From an optimization exercise on the open Yosys and OpenROAD flow, aimed at small area, a short achievable clock period and few clock cycles per item; shortcuts taken in it are not production practice.
Where RTL was checked, it was by simulation tests only, not by an equivalence proof against the original.
No activity file was given, so power comes from the tool's default toggle rates.

Design fp_sqrt, start of the top module:
module fp_sqrt(reset, clk, i_sign, i_exp, i_frac, ready, o_sign, o_exp, o_frac);
==> module integer_sqrt, before the edit <==
module integer_sqrt #(parameter K = 1, parameter S = 1) (clk, start, odd, frac, root, done);
    input clk;
    input start;
    input odd;
    input [51:0] frac;
    output [27:0] root;
    output done;
    localparam C  = (28 - S) / K;    
    localparam CW = $clog2(C + 1);
    reg [28:0] q;                    
    reg [29:0] rem;                  
    reg [CW-1:0] cnt;                
    reg [2*K-1:0] p;                 
    assign root = q[27:0];
    assign done = q[28];
    function [2*K-1:0] fetch;
        input [CW-1:0] c;
        input e0;
        reg [K-1:0] ev;              
        reg [K:0]   od;              
        integer n, k, i;
        begin
            ev = 0;
            od = 0;
            for (n = 0; n < C; n = n + 1)
                if (c == n)
                    for (k = 0; k <= K; k = k + 1) begin
                        i = 25 - S - K*n - k;
                        if (k < K && i >= 0) ev[K-1-k] = frac[2*i];
                        if (i >= 0) od[K-k] = frac[2*i+1];
                    end
            for (k = 0; k < K; k = k + 1)
                fetch[2*K-1-2*k -: 2] = e0 ? {od[K-k], ev[K-1-k]} : {ev[K-1-k], od[K-1-k]};
        end
    endfunction
    localparam TW = 2*S + 2;
    function [2*S+2:0] topsqrt;      
        input [TW-1:0] mt;
        reg [S:0] r;
        reg [S+1:0] m;
        reg [S+3:0] t;
        integer u;
        begin
            r = 1;
            m = mt[TW-1:TW-2] - 1'b1;
            for (u = 0; u < S; u = u + 1) begin
                t = {m, mt[2*S-1-2*u -: 2]} - {r, 2'b01};
                if (!t[S+3]) begin
                    m = t;
                    r = {r, 1'b1};
                end else begin
                    m = {m, mt[2*S-1-2*u -: 2]};
                    r = {r, 1'b0};
                end
            end
            topsqrt = {r, m};
        end
    endfunction
    wire [2*S+2:0] top_odd  = topsqrt({2'b01, frac[51 -: 2*S]});
    wire [2*S+2:0] top_even = topsqrt({1'b1, frac[51 -: 2*S+1]});
    wire [S:0] r0 = odd ? top_odd[2*S+2 -: S+1] : top_even[2*S+2 -: S+1];
    wire [S+1:0] m0 = odd ? top_odd[S+1:0] : top_even[S+1:0];
    wire [29:0] rs [0:K/2];
    wire [28:0] qs [0:K/2];
    assign rs[0] = rem;
    assign qs[0] = q;
    genvar g;
    generate
        for (g = 0; g < K/2; g = g + 1) begin : stage
            wire [1:0] p1 = p[2*K-1-4*g -: 2];
            wire [1:0] p2 = p[2*K-3-4*g -: 2];
            wire sg = rs[g][29];
            wire [28:0] qn = qs[g] ^ {29{~sg}};
            wire [30:0] t1 = {rs[g][28:0], p1} + {qn, 2'b11};
            wire [30:0] x = {rs[g][26:0], p1, p2};
            wire [30:0] t2s = x + {qn, 3'b111};
            wire [30:0] t2b = x + {qn, 4'b1111} + {qn, 3'b000};
            wire s1 = t1[30];
            wire [30:0] t2 = (s1 == sg) ? t2b : t2s;
            assign rs[g+1] = {t2[30], t2[28:0]};
            assign qs[g+1] = {qs[g][26:0], ~s1, ~t2[30]};
        end
    endgenerate
    always @(posedge clk) begin
        if (start) begin
            q   <= r0;
            rem <= m0;
            cnt <= 1;
            p   <= fetch(0, odd);
        end else begin
            if (!q[28]) q <= qs[K/2];
            rem <= rs[K/2];
            cnt <= cnt + 1'b1;
            p   <= fetch(cnt, odd);
        end
    end
endmodule
export LEC_CHECK = 0
export ABC_CLOCK_PERIOD_IN_PS = 2500
export CAP_MARGIN = 20
export CORE_MARGIN = 2
export CORE_UTILIZATION = 40
export SETUP_SLACK_MARGIN = 5
export SLEW_MARGIN = 20
create_clock -name core_clock -period 11.0 [get_ports {clk}]
standard.sh (not shown) runs the stock make flow with config.mk's settings and CLKGATE_MAP_FILE= SYNTH_SCRIPT=/design/flow/synth_recipe.tcl, a recipe that flattens the netlist after the stock synthesis.
==> flow/flow/run.sh <==
#!/bin/bash
# The standard layout (the standard.sh, standard synthesis unchanged) with
# two changes to how the layout is made: the port buffers use the smallest
# buffer cell, and timing repair aims for 7 ns of setup slack.
set -o pipefail
bash standard.sh "BUFFER_PORTS_ARGS=-buffer_cell sky130_fd_sc_hd__buf_1" SETUP_SLACK_MARGIN=7  finish > flow_make.log 2>&1
The baseline finished clean.
==> next run, changes <==
--- a/flow/design.v
+++ b/flow/design.v
@@ -5,9 +5,9 @@
     input [51:0] frac;
     output [27:0] root;
     output done;
     localparam C  = (28 - S) / K;    
-    localparam CW = $clog2(C + 1);
+    localparam CW = (C < 16) ? 4 : 5;
     reg [28:0] q;                    
     reg [29:0] rem;                  
     reg [CW-1:0] cnt;                
     reg [2*K-1:0] p;                 
Outcome:
- wire length stays the same
- final area stays the same
- clock skew stays the same
- setup slack is unchanged
- die area stays the same
- core utilization is unchanged
- clock-buffer cell count stays the same
- hold slack stays the same
- final cell count is unchanged
- total power stays the same
- non-clock buffer count is unchanged
- synthesized area is unchanged
- via count stays the same
- sequential share of layout area does not change
Testbench counts after the change, summed over its fixed seeds: cycles 26,880, items 1,920.
No functional check of the RTL was part of the first run of this note.

-- static timing again, ports no longer ideal --
In the flow no input, the clock included, has a driving cell. The finished layouts below were timed again as built, in two steps.
Step 1: set_driving_cell puts a clkbuf_16 on clk and a buf_2 on each other input, an assumption about the parent block.
Step 2 adds t to the input delays and takes it off the output delays; t is the mean of the earliest and latest rising clock arrival at the registers after step 1. Input paths then give back, and output paths get back, about the clock's delay inside the block.
Three values: ideal ports, drivers, drivers and shift; two values: the first two.
run	t, ns	slack for setup (ns)	worst data-port slew with drivers (ns)
the first run	0.403	7.166 / 7.118 / 6.942	0.04
the second run	0.403	7.166 / 7.118 / 6.942	0.04
After both steps every run listed still meets setup and hold.
